Source: an optimization exercise on an open RTL-to-GDS flow (aim: small area). Production flows keep margins and buffers that such runs may drop. Power is estimated from default activity; no workload was simulated.

run A:
==> flow/design.v <==
module tx_sys(eoc, adc_data, adc_clock, start, ale, oe, address, reset, clock, txPin);
 input eoc;
 input [7:0] adc_data;
 input reset, clock;
 output adc_clock, start, ale, oe;
 output [2:0] address;
 output txPin;
 assign address = 3'b000;
 reg [5:0] lfA;
 reg adc_clock;
 wire wrapA = (lfA & 6'b010111) == 6'b000111;    
 wire tickA = wrapA & ~adc_clock;
 always @(posedge clock or posedge reset)
  if (reset) begin
   lfA <= 6'b001110; adc_clock <= 1'b0;
  end else begin
   lfA <= {lfA[4:0], ~(lfA[5] ^ lfA[4]) & ~wrapA};
   if (wrapA) adc_clock <= ~adc_clock;
  end
 reg [14:0] cntS;
 wire adc_start = cntS[14] & cntS[4] & cntS[0];  
 always @(posedge clock or posedge reset)
  if (reset) cntS <= 15'd0;
  else if (tickA) begin
   if (adc_start) cntS <= 15'd1;
   else cntS <= cntS + 15'd1;
  end
 reg [5:0] s;
 assign start = (s >= 6'd3) && (s <= 6'd15);
 assign ale = start;
 assign oe = (s >= 6'd21) && (s <= 6'd35);
 always @(posedge clock or posedge reset)
  if (reset) s <= 6'd0;
  else if (tickA) begin
   case (s)
    6'd0, 6'd35: s <= adc_start ? 6'd1 : 6'd0;
    6'd15, 6'd16: s <= eoc ? 6'd16 : 6'd17;
    6'd18: s <= eoc ? 6'd19 : 6'd18;
    default: s <= s + 6'd1;
   endcase
  end
 reg [7:0] out_data;
 always @(posedge clock or posedge reset)
  if (reset) out_data <= 8'd0;
  else if (tickA && s == 6'd33) out_data <= adc_data;
 reg [9:0] lfU;
 reg clk38;
 wire wrapU = (lfU & 10'b1001110111) == 10'b0001000110;  
 wire tickU = wrapU & ~clk38;
 always @(posedge clock or posedge reset)
  if (reset) begin
   lfU <= 10'b0110011100; clk38 <= 1'b0;
  end else begin
   lfU <= {lfU[8:4], lfU[3] | wrapU, lfU[2:0], ~(lfU[9] ^ lfU[6])};
   if (wrapU) clk38 <= ~clk38;
  end
 reg [3:0] cntClock;
 always @(posedge clock or posedge reset)
  if (reset) cntClock <= 4'd0;
  else if (tickU) cntClock <= cntClock + 4'd1;
 reg swSend, sendCmd_d, beginSending;
 reg [10:0] R;             
 reg txPin;
 wire sending = |R;
 always @(posedge clock or posedge reset)
  if (reset) begin
   swSend <= 1'b0; sendCmd_d <= 1'b0; beginSending <= 1'b0;
  end else begin
   swSend <= eoc;
   sendCmd_d <= swSend;
   if (sending) beginSending <= 1'b0;
   else if (swSend && !sendCmd_d) beginSending <= 1'b1;
  end
 always @(posedge clock or posedge reset)
  if (reset) begin
   R <= 11'd0; txPin <= 1'b1;
  end else if (tickU) begin
   if (!sending) begin
    if (beginSending) R <= {2'b11, out_data, 1'b0};
   end else if (cntClock == 4'd0) begin
    txPin <= R[0];
    R <= {1'b0, R[10:1]};
   end
  end
endmodule
export LEC_CHECK = 0
export CAP_MARGIN = 20
export CORE_MARGIN = 2
export CORE_UTILIZATION = 40
export SLEW_MARGIN = 20
export BUFFER_PORTS_ARGS = -buffer_cell sky130_fd_sc_hd__buf_1
export CTS_ARGS = -sink_clustering_enable -repair_clock_nets -dont_use_dummy_load
create_clock -name core_clock -period 20.0 [get_ports {clock}]
standard.sh (not shown) runs the stock make flow with config.mk's settings and CLKGATE_MAP_FILE= SYNTH_SCRIPT=/design/flow/synth_recipe.tcl, a recipe that flattens the netlist after the stock synthesis.
==> flow/flow/run.sh <==
#!/bin/bash
# Own layout flow: the standard ORFS flow with smaller port buffers and
# no CTS dummy loads. Each tool's output goes to a log file in this folder.
set -euo pipefail
cat >> config.mk <<'CFG'
export BUFFER_PORTS_ARGS = -buffer_cell sky130_fd_sc_hd__buf_1
export CTS_ARGS = -sink_clustering_enable -repair_clock_nets -dont_use_dummy_load
CFG
bash standard.sh finish > standard_flow.log 2>&1
Edits applied to the flow inputs when going from run A to run B:
# run A
export LEC_CHECK = 0
export CAP_MARGIN = 20
export CORE_MARGIN = 2
export CORE_UTILIZATION = 40
export SLEW_MARGIN = 20
export BUFFER_PORTS_ARGS = -buffer_cell sky130_fd_sc_hd__buf_1
export CTS_ARGS = -sink_clustering_enable -repair_clock_nets -dont_use_dummy_load
create_clock -name core_clock -period 20.0 [get_ports {clock}]
# run B
export LEC_CHECK = 0
export CAP_MARGIN = 20
export CORE_MARGIN = 2
export CORE_UTILIZATION = 70
export CTS_BUF_LIST = sky130_fd_sc_hd__clkbuf_4 sky130_fd_sc_hd__clkbuf_2
export CTS_CLUSTER_SIZE = 30
export SLEW_MARGIN = 20
create_clock -name core_clock -period 20.0 [get_ports {clock}]
==> flow/run.sh (new file) <==
#!/bin/bash
# synth_recipe.tcl (not shown) runs the flow's synth.tcl, then flattens the netlist and writes it again
# the make line also repeats each setting of config.mk as NAME=value (left out here)
make -C /OpenROAD-flow-scripts/flow DESIGN_CONFIG=/design/flow/config.mk WORK_HOME=/design/flow/orfs CLKGATE_MAP_FILE= SYNTH_SCRIPT=/design/flow/synth_recipe.tcl finish
removed: flow/flow/run.sh
removed: flow/standard.sh
--- outcome ---
- Run A finished all stages; the layout is clean.
- Run B finished all stages; the layout is clean.
- Path depth of the worst reg2reg path: run B vs run A, no meaningful difference
- Reg2reg setup slack was lower in run B than in run A.
- Summary of run B over run A: highest ir drop seen on vdd increased by about 20% relative to the old numbers, data-path buffer share of cell area in the final layout increased by 2.6 points relative to the old numbers, fmax decreased by about 8% relative to the old numbers, final worst clock skew decreased by 4.0 ps relative to the old numbers, data arrival at the endpoint of the critical path increased by 470 ps relative to the old numbers.
--- input diff run B..run C ---
# run B
export LEC_CHECK = 0
export CAP_MARGIN = 20
export CORE_MARGIN = 2
export CORE_UTILIZATION = 70
export CTS_BUF_LIST = sky130_fd_sc_hd__clkbuf_4 sky130_fd_sc_hd__clkbuf_2
export CTS_CLUSTER_SIZE = 30
export SLEW_MARGIN = 20
create_clock -name core_clock -period 20.0 [get_ports {clock}]
# run C
export LEC_CHECK = 0
export CAP_MARGIN = 20
export CORE_MARGIN = 2
export CORE_UTILIZATION = 40
export SLEW_MARGIN = 20
create_clock -name core_clock -period 20.0 [get_ports {clock}]
--- outcome ---
From run B to run C the numbers moved as follows: clock skew about even, maximum VDD drop fell 15%, number of clock buffer instances in the layout rose 2, share of the cycle needed by the critical path after routing fell 0.52 points.
Compared to run B, the routing of run C uses less wire.
Run C: final design utilization 33 points below run B
On cell area, the higher figure sits with run C, not run B.
Maximum buffer depth of the clock tree: run C vs run B, no meaningful difference
Against run B, run C comes in 15 ps lower on pre-CTS setup slack.
Antenna cell count came out exactly the same in run B and run C.
No functional check of the RTL was part of any run of this note.

[separate check: timing with driven ports]
How much do the figures lean on ideal ports? The routed layouts below were timed once more, with nothing changed but the port constraints. Step 1, drivers: a clkbuf_16 drives clock and a buf_2 each remaining input, both assumed. Step 2, shift: input delay + t, output delay - t, t = (earliest + latest rising clock arrival at the registers) / 2. This alone moves slack from input paths to output paths. a / b / c = no drivers / after step 1 / after step 2; a / b = the first two.
run	shift t [ns]	setup WS [ns]	worst setup path at the end
run A	0.354	14.318 / 14.289 / 14.643	register to output
run B	0.435	13.853 / 13.828 / 14.264	register to output
run C	0.374	13.956 / 13.926 / 14.300	register to output
After both steps setup and hold are still met in every run listed.
